This design comes from an exercise in tuning for small area and a short achievable clock period on the open sky130 flow, not from production work.
At most, simulation tests tie the RTL to the original design; equivalence was not proved.

run 1:
Design rec_calc, start of the top module:
module rec_calc(
    input [16:0] valA,
    input [3:0] op,
    input clk,
    input reset,
    output [16:0] result
);
export LEC_CHECK = 0
export ABC_AREA = 1
export CAP_MARGIN = 20
export CORE_MARGIN = 2
export CORE_UTILIZATION = 65
export SLEW_MARGIN = 20
create_clock -name core_clock -period 33.0 [get_ports {clk}]
standard.sh (not shown) runs the stock make flow with config.mk's settings and CLKGATE_MAP_FILE= SYNTH_SCRIPT=/design/flow/synth_recipe.tcl, a recipe that flattens the netlist after the stock synthesis.
==> flow/flow/run.sh <==
#!/bin/bash
# Standard synthesis and layout. The layout's timing repair aims for a setup
# slack of SETUP_MARGIN ns at the design's clock period and only resizes or
# swaps cells (no buffering or cloning), so that it sizes the critical paths.
set -euo pipefail
SETUP_MARGIN=$(cat flow/setup_margin.txt)
bash standard.sh synth > synth.log 2>&1
bash standard.sh SETUP_SLACK_MARGIN=$SETUP_MARGIN SETUP_MOVE_SEQUENCE=sizeup,swap finish > layout.log 2>&1
==> flow/flow/setup_margin.txt <==
17
Input changes introduced in run 3 (baseline for comparison: run 1):
==> flow/flow/run.sh <==
#!/bin/bash
# Standard synthesis and layout; the layout's timing repair aims for a setup
# slack of SETUP_MARGIN ns at the design's clock period.
set -euo pipefail
SETUP_MARGIN=$(cat flow/setup_margin.txt)
bash standard.sh synth > synth.log 2>&1
bash standard.sh SETUP_SLACK_MARGIN=$SETUP_MARGIN finish > layout.log 2>&1
==> flow/flow/setup_margin.txt <==
16.5
Findings:
Run 1 → run 3: wire length reported by the detailed router saw an increase; maximum frequency saw an increase.
Summary: post-route cell area, run 3 worse than run 1
Row wire length of the first global-routing pass: run 3 lower / run 1 higher
Of run 3 and run 1, it is run 3 that has the lower register-to-register slack.
Of the two values seen for launching instance or port of the critical path, sb3[10] was produced by run 3 and sb[9] by run 1.

---

== alpha ==
Another version of the RTL of rec_calc (not shown whole).
Size in the first run: ~2700 cells after synthesis, about 89 flip-flops, ~40 I/O pins, about 16000 µm² of cells after synthesis.
==> flow/config.mk <==
export PLATFORM = sky130hd
export DESIGN_NAME = rec_calc
export DESIGN_NICKNAME = rec_calc
export VERILOG_FILES = /design/flow/design.v
export SDC_FILE = /design/flow/constraint.sdc
export NUM_CORES = 4
export LEC_CHECK = 0
export ABC_AREA = 1
export CAP_MARGIN = 20
export CORE_MARGIN = 2
export CORE_UTILIZATION = 65
export SLEW_MARGIN = 20
==> flow/constraint.sdc <==
create_clock -name core_clock -period 33.0 [get_ports {clk}]
set_input_delay 6.6000 -clock core_clock [delete_from_list [all_inputs] [get_ports {clk}]]
set_output_delay 6.6000 -clock core_clock [all_outputs]
set_load 0.01 [all_outputs]
==> flow/flow/run.sh <==
#!/bin/bash
set -euo pipefail
SETUP_MARGIN=$(cat flow/setup_margin.txt)
bash standard.sh synth > synth.log 2>&1
bash standard.sh "BUFFER_PORTS_ARGS=-buffer_cell sky130_fd_sc_hd__buf_4" \
    SETUP_SLACK_MARGIN=$SETUP_MARGIN SETUP_MOVE_SEQUENCE=sizeup,swap finish > layout.log 2>&1
==> flow/flow/setup_margin.txt <==
18
Modified inputs, beta compared to alpha
==> flow/flow/setup_margin.txt <==
17
==> comparison <==
[beta] fmax fell about 0.9% relative to alpha
Compared beta against alpha; fraction of area in registers within noise.
When beta is measured against alpha, its fraction of layout cells with a size suffix above 1 turns out 0.33 points lower.

---

yarrow:
Another version of the RTL of rec_calc (not shown whole).
For scale: about 2300 cells after synthesis, ~40 I/O pins, roughly 0.014 sq mm of cells after synthesis.
Settings: LEC_CHECK=0, ABC_AREA=1, CAP_MARGIN=20, CORE_MARGIN=2, CORE_UTILIZATION=65, SETUP_SLACK_MARGIN=5, SLEW_MARGIN=20; clock period 33.0 ns.
run.sh (not shown) runs the stock make flow with config.mk's settings and CLKGATE_MAP_FILE= SYNTH_SCRIPT=/design/flow/synth_recipe.tcl, a recipe that flattens the netlist after the stock synthesis.
Stock flow here: none of the scripts above is used.
yarrow completed every stage of the flow, and the final layout passed the timing, DRC and antenna checks.
### yarrow -> pepper
- changing CORE_UTILIZATION from 65 to 40
- removing SETUP_SLACK_MARGIN (formerly 5)
==> flow/flow/run.sh (new file) <==
#!/bin/bash
# Standard synthesis and layout; the layout's timing repair aims for a setup
# slack of SETUP_MARGIN ns at the design's clock period, so that it sizes and
# buffers the critical paths harder than the default margin of 0 would.
set -euo pipefail
SETUP_MARGIN=$(cat flow/setup_margin.txt)
bash standard.sh synth > synth.log 2>&1
bash standard.sh SETUP_SLACK_MARGIN=$SETUP_MARGIN finish > layout.log 2>&1
==> flow/flow/setup_margin.txt (new file) <==
12
==> flow/standard.sh (new file) <==
#!/bin/bash
# synth_recipe.tcl (not shown) runs the flow's synth.tcl, then flattens the netlist and writes it again
# the make line also repeats each setting of config.mk as NAME=value (left out here)
make -C /OpenROAD-flow-scripts/flow DESIGN_CONFIG=/design/flow/config.mk WORK_HOME=/design/flow/orfs CLKGATE_MAP_FILE= SYNTH_SCRIPT=/design/flow/synth_recipe.tcl "${@:-finish}"
removed: flow/run.sh
Notes after the runs:
- Looking at capture point of the critical path, the out[9]$_SDFF_PP0_ result is from pepper; the out[3]$_SDFF_PP0_ one comes from yarrow.
- On clock latency on the worst-skew pair, yarrow and pepper are neck and neck.
- pepper: relative area change from synthesis to final layout is 22 points higher than what yarrow reported.
- Critical path depth delta for pepper relative to yarrow: 4.1% higher
> inputs changed (pepper -> onyx)
- changing CORE_UTILIZATION from 40 to 65
- setting SETUP_SLACK_MARGIN to 5 for the first time
- changing ABC_AREA from 1 to 0
==> flow/run.sh (new file) <==
#!/bin/bash
# synth_recipe.tcl (not shown) runs the flow's synth.tcl, then flattens the netlist and writes it again
# the make line also repeats each setting of config.mk as NAME=value (left out here)
make -C /OpenROAD-flow-scripts/flow DESIGN_CONFIG=/design/flow/config.mk WORK_HOME=/design/flow/orfs CLKGATE_MAP_FILE= SYNTH_SCRIPT=/design/flow/synth_recipe.tcl finish
removed: flow/flow/run.sh
removed: flow/flow/setup_margin.txt
removed: flow/standard.sh
Notes after the runs:
- Count of clock-buffer cells in the layout is higher on onyx
- Worst setup path endpoint: out[9]$_SDFF_PP0_ -> pepper, out[7]$_SDFF_PP0_ -> onyx
- Of onyx and pepper, the lower worst setup margin belongs to onyx.
- Cmp onyx and pepper / final cycle utilization of the critical path / lower: pepper
- Of the two candidates, pepper has the worse final standard cell area without fillers and onyx the better one.
- Compare onyx and pepper | synthesized cell area higher: onyx
- onyx: worst-case reg-to-reg path depth is about 40% lower than what pepper reported.
> inputs changed (onyx -> maple)
- changing ABC_AREA from 0 to 1
- removing SETUP_SLACK_MARGIN (formerly 5)
- changing CORE_UTILIZATION from 65 to 40
Findings:
The lower global-route track usage on met1 of maple and onyx is in maple. Diff onyx -> maple | filler cell count | increase of about 110%. Number of cells traversed by the worst hold path is higher on maple.
No run of this note included a check of the RTL's function; only the layout flow was run.

---

The RTL this note starts from:
==> flow/design.v <==
module calc_row #(parameter int W = 17, parameter int K = 3) (
    input  logic [W-1:0]   x,
    input  logic [K*W-1:0] mk,      
    input  logic [K-1:0]   hz,      
    input  logic [K-1:0]   en,      
    output logic [W-1:0]   xn,
    output logic [K-1:0]   g
);
    logic [W:0] t [1:K];
    always_comb begin
        for (int k = 1; k <= K; k++) begin
            t[k] = {1'b0, x} - {1'b0, mk[(k-1)*W +: W]};
            g[k-1] = (hz[k-1] & ~t[k][W]) | en[k-1];
        end
        xn = x & {W{~g[0]}};
        for (int k = 1; k <= K; k++)
            xn = xn | (t[k][W-1:0] & {W{g[k-1] & (k == K || !g[k])}});
    end
endmodule
module calc_row4 #(parameter int J = 0) (
    input  logic [16:0] x,
    input  logic [16:0] b,
    input  logic [18:0] b3,         
    input  logic        div,
    input  logic [2:0]  en,
    output logic [16:0] xn,
    output logic [1:0]  q
);
    localparam int W = 17 - 2 * J;
    logic [18:0] m [1:3];
    logic [3*W-1:0] mk;
    logic [2:0] hz, g;
    assign m[1] = {2'b0, b};
    assign m[2] = {1'b0, b, 1'b0};
    assign m[3] = b3;
    always_comb
        for (int k = 1; k <= 3; k++) begin
            mk[(k-1)*W +: W] = m[k][W-1:0];
            hz[k-1] = div & ((m[k] >> W) == 19'd0);
        end
    calc_row #(.W(W), .K(3)) row (.x(x[16:2*J]), .mk(mk), .hz(hz), .en(en), .xn(xn[16:2*J]), .g(g));
    if (J > 0) begin : low
        assign xn[2*J-1:0] = x[2*J-1:0];
    end
    assign q[1] = g[1];
    assign q[0] = (g[0] & ~g[1]) | g[2];
endmodule
module rec_calc(
    input [16:0] valA,
    input [3:0] op,
    input clk,
    input reset,
    output [16:0] result
);
    localparam int JS = 4;           
    logic [16:0] valB;               
    logic [16:0] sx;                 
    logic [16:2*JS] sq;              
    logic [16:0] sb;                 
    logic [18:0] sb3;                
    logic [2*JS-1:0] sa;             
    logic sdiv, ssub, smul;
    logic isdiv, ismul, issub, isadd;
    assign isdiv = (op == 4'd3);
    assign ismul = (op == 4'd2);
    assign issub = (op == 4'd1);
    assign isadd = ~isdiv & ~ismul & ~issub;
    logic [18:0] b3a;
    assign b3a = {2'b0, valB} + {1'b0, valB, 1'b0};
    logic [16:0] xa [JS:7];
    logic [16:0] qa;
    assign xa[7][13:0] = (isdiv | issub) ? valA[13:0] : ismul ? 14'h3fff : ~valA[13:0];
    logic [20:0] mk0;
    logic [6:0] hz0, en0, g0;
    always_comb
        for (int k = 1; k <= 7; k++) begin
            logic [2:0] lo;
            lo = valB[2:0] * k;
            mk0[(k-1)*3 +: 3] = lo;
            hz0[k-1] = isdiv & (valB <= 17'd7 / k);
            en0[k-1] = ismul & (valA[16:14] >= k);
        end
    calc_row #(.W(3), .K(7)) row_top (
        .x((isdiv | issub) ? valA[16:14] : ismul ? 3'h7 : ~valA[16:14]),
        .mk(mk0), .hz(hz0), .en(en0), .xn(xa[7][16:14]), .g(g0));
    assign qa[16] = g0[3];
    assign qa[15] = (g0[1] & ~g0[3]) | g0[5];
    assign qa[14] = (g0[0] & ~g0[1]) | (g0[2] & ~g0[3]) | (g0[4] & ~g0[5]) | g0[6];
    for (genvar j = 6; j >= JS; j--) begin : rows_a
        logic [2:0] en;
        always_comb
            for (int k = 1; k <= 3; k++)
                en[k-1] = ismul & ({valA[2*j+1], valA[2*j]} >= k);
        calc_row4 #(.J(j)) row (.x(xa[j+1]), .b(valB), .b3(b3a), .div(isdiv), .en(en),
                                .xn(xa[j]), .q(qa[2*j+1:2*j]));
    end
    always @(posedge clk) begin
        if (reset) begin
            sx <= 17'h1ffff;
            sq <= '0;
            sb <= '0;
            sb3 <= '0;
            sa <= '0;
            sdiv <= 1'b0;
            ssub <= 1'b0;
            smul <= 1'b1;
            valB <= 17'd0;
        end else begin
            sx <= xa[JS];
            sq <= qa[16:2*JS];
            sb <= valB;
            sb3 <= b3a;
            sa <= valA[2*JS-1:0];
            sdiv <= isdiv;
            ssub <= issub;
            smul <= ismul;
            valB <= result;
        end
    end
    logic [16:0] xb [0:JS];
    logic [2*JS-1:0] qb;
    assign xb[JS] = sx;
    for (genvar j = JS - 1; j >= 0; j--) begin : rows_b
        logic [2:0] en;
        always_comb
            for (int k = 1; k <= 3; k++)
                en[k-1] = (smul & ({sa[2*j+1], sa[2*j]} >= k))
                        | (~sdiv & ~smul & (j == 0) & (k == 1));
        calc_row4 #(.J(j)) row (.x(xb[j+1]), .b(sb), .b3(sb3), .div(sdiv), .en(en),
                                .xn(xb[j]), .q(qb[2*j+1:2*j]));
    end
    assign result = sdiv ? {sq, qb} : ssub ? xb[0] : ~xb[0];
endmodule
Settings: LEC_CHECK=0, ABC_AREA=1, CAP_MARGIN=20, CORE_MARGIN=2, CORE_UTILIZATION=65, SLEW_MARGIN=20; clock period 33.0 ns.
standard.sh (not shown) runs the stock make flow with config.mk's settings and CLKGATE_MAP_FILE= SYNTH_SCRIPT=/design/flow/synth_recipe.tcl, a recipe that flattens the netlist after the stock synthesis.
==> flow/flow/run.sh <==
#!/bin/bash
# Standard synthesis and layout; the layout's timing repair aims for a setup
# slack of SETUP_MARGIN ns at the design's clock period.
set -euo pipefail
SETUP_MARGIN=$(cat flow/setup_margin.txt)
bash standard.sh synth > synth.log 2>&1
bash standard.sh SETUP_SLACK_MARGIN=$SETUP_MARGIN finish > layout.log 2>&1
==> flow/flow/setup_margin.txt <==
15
The first run finished with timing, DRC and antenna clean.
==> next run, changes <==
==> flow/run.sh (new file) <==
#!/bin/bash
# synth_recipe.tcl (not shown) runs the flow's synth.tcl, then flattens the netlist and writes it again
# the make line also repeats each setting of config.mk as NAME=value (left out here)
make -C /OpenROAD-flow-scripts/flow DESIGN_CONFIG=/design/flow/config.mk WORK_HOME=/design/flow/orfs CLKGATE_MAP_FILE= SYNTH_SCRIPT=/design/flow/synth_recipe.tcl finish
removed: flow/flow/run.sh
removed: flow/flow/setup_margin.txt
removed: flow/standard.sh
Fmax went down by 0.76%. Non-clock buffer count does not change. Flip-flop and latch count is unchanged. Wire length barely changes. Clock skew is about the same.

---

Another version of the RTL of rec_calc (not shown whole).
Size in the first run: roughly 89 flip-flops, ~40 I/O pins.
clock: 33.0 ns
lec_check: 0
abc_area: 1
cap_margin: 20
core_margin: 2
core_utilization: 75
place_density: 0.8
slew_margin: 20
==> flow/flow/run.sh <==
#!/bin/bash
set -euo pipefail
SETUP_MARGIN=$(cat flow/setup_margin.txt)
bash standard.sh synth > synth.log 2>&1
bash standard.sh "BUFFER_PORTS_ARGS=-buffer_cell sky130_fd_sc_hd__buf_4" \
    SETUP_SLACK_MARGIN=$SETUP_MARGIN SETUP_MOVE_SEQUENCE=sizeup,swap finish > layout.log 2>&1
==> flow/flow/setup_margin.txt <==
17
The first run ran to the end with no violations.
Rerun with:
- CORE_UTILIZATION: 75 -> 65
- PLACE_DENSITY: 0.8 -> default
After rerunning: The new run passed the timing, DRC and antenna checks; worst setup slack improved by 520 ps; cell area rises by about 1%; synthesized cell count does not change; wire length fell by 6.8%; worst hold slack is worse by 8.6 ps; global-route usage shrinks by 8.5 points; maximum frequency rises by about 3.3%; final cell count is higher by about 1.7%; via count came out lower by 4.8%; sequential cell count does not change.

---

## build 74
rec_calc, a different RTL version from the one above (not shown whole).
Size: roughly 81 flip-flops, about 40 I/O pins, roughly 16,000 sq um of cells after synthesis.
export LEC_CHECK = 0
export ABC_AREA = 1
export CAP_MARGIN = 20
export CORE_MARGIN = 2
export CORE_UTILIZATION = 65
export GPL_ROUTABILITY_DRIVEN = 0
export GPL_TIMING_DRIVEN = 0
export SLEW_MARGIN = 20
create_clock -name core_clock -period 33.0 [get_ports {clk}]
Scripts as last shown in full above: flow/flow/run.sh, flow/flow/setup_margin.txt
### build 74 -> build 62
- clearing GPL_TIMING_DRIVEN, which used to be 0
- clearing GPL_ROUTABILITY_DRIVEN, which used to be 0
Compared with build 74, build 62 shows a higher post-route clock period utilization.
Routed via count on build 62 is behind build 74.
As far as final area is concerned, build 62 and build 74 perform about the same.
Placed instance area: higher on build 74
Maximum frequency from static timing analysis: build 62 and build 74 compared, lower one is build 62
### build 62 -> build 93
- putting GPL_ROUTABILITY_DRIVEN at 0 where nothing was set
==> comparison <==
- Going from build 62 to build 93, clock-pin transition on the worst setup and hold timing paths has remained practically unchanged; post-placement cell area held; number of iterations in the first detailed-routing pass rose by 1.
- Looking at end of the critical path, the result[9] result is from build 93; the result[5] one comes from build 62.
- Diff build 62 -> build 93: amount of wire on met2 after detailed routing moved down; post-CTS repair timing setup buffer count ~0 delta; flip-flop and latch share of the layout cell area stayed essentially flat.

## port drivers added, routing unchanged
The results above use ideal ports. As a check the final layouts listed here were re-extracted and re-timed, cells and wires unchanged. Step 1 assumes that a clkbuf_16 drives the clock port and a buf_2 every other input. Step 2 adds t to the input delays and takes it off the output delays; t is the mean of the earliest and latest rising clock arrival at the registers after step 1. Input paths then give back, and output paths get back, about the clock's delay inside the block. Three values: ideal ports, drivers, drivers and shift; two values: the first two.
run | t, ns | setup slack, ns | hold slack, ns | worst register clock-pin slew, ns
run 1 | 0.390 | 16.627 / 16.581 / 16.970 | 0.388 / 0.388 / 0.388 | 0.07 / 0.07
run 3 | 0.396 | 16.807 / 16.759 / 17.154 | 0.395 / 0.395 / 0.395 | 0.07 / 0.07
alpha | 0.387 | 17.371 / 17.328 / 17.715 | 0.401 / 0.401 / 0.401 | 0.07 / 0.07
beta | 0.385 | 17.226 / 17.183 / 17.436 | 0.400 / 0.400 / 0.400 | 0.07 / 0.07
yarrow | 0.320 | 6.038 / 6.050 / 5.730 | 0.420 / 0.420 / 0.420 | 0.06 / 0.06
pepper | 0.330 | 7.866 / 7.867 / 7.537 | 0.420 / 0.420 / 0.420 | 0.07 / 0.07
onyx | 0.309 | 5.213 / 5.214 / 4.904 | 0.460 / 0.460 / 0.460 | 0.06 / 0.06
maple | 0.321 | 2.362 / 2.380 / 2.059 | 0.421 / 0.421 / 0.421 | 0.07 / 0.07
the first run of note 4 | 0.391 | 15.729 / 15.684 / 16.027 | 0.530 / 0.530 / 0.530 | 0.08 / 0.08
the second run of note 4 | 0.398 | 15.597 / 15.550 / 15.948 | 0.528 / 0.528 / 0.528 | 0.07 / 0.07
the first run of note 5 | 0.392 | 16.642 / 16.598 / 16.990 | 0.402 / 0.402 / 0.402 | 0.07 / 0.07
the second run of note 5 | 0.380 | 17.160 / 17.117 / 17.497 | 0.394 / 0.394 / 0.394 | 0.07 / 0.07
build 74 | 0.377 | 17.482 / 17.439 / 17.428 | 0.407 / 0.407 / 0.407 | 0.07 / 0.07
build 62 | 0.383 | 17.326 / 17.282 / 17.520 | 0.413 / 0.413 / 0.413 | 0.07 / 0.07
build 93 | 0.377 | 17.542 / 17.498 / 17.557 | 0.408 / 0.408 / 0.408 | 0.07 / 0.07
After both steps every run listed still meets setup and hold. For pepper, which loses most, drivers alone change the setup slack by +0.001 ns; drivers and shift together by -0.329 ns.
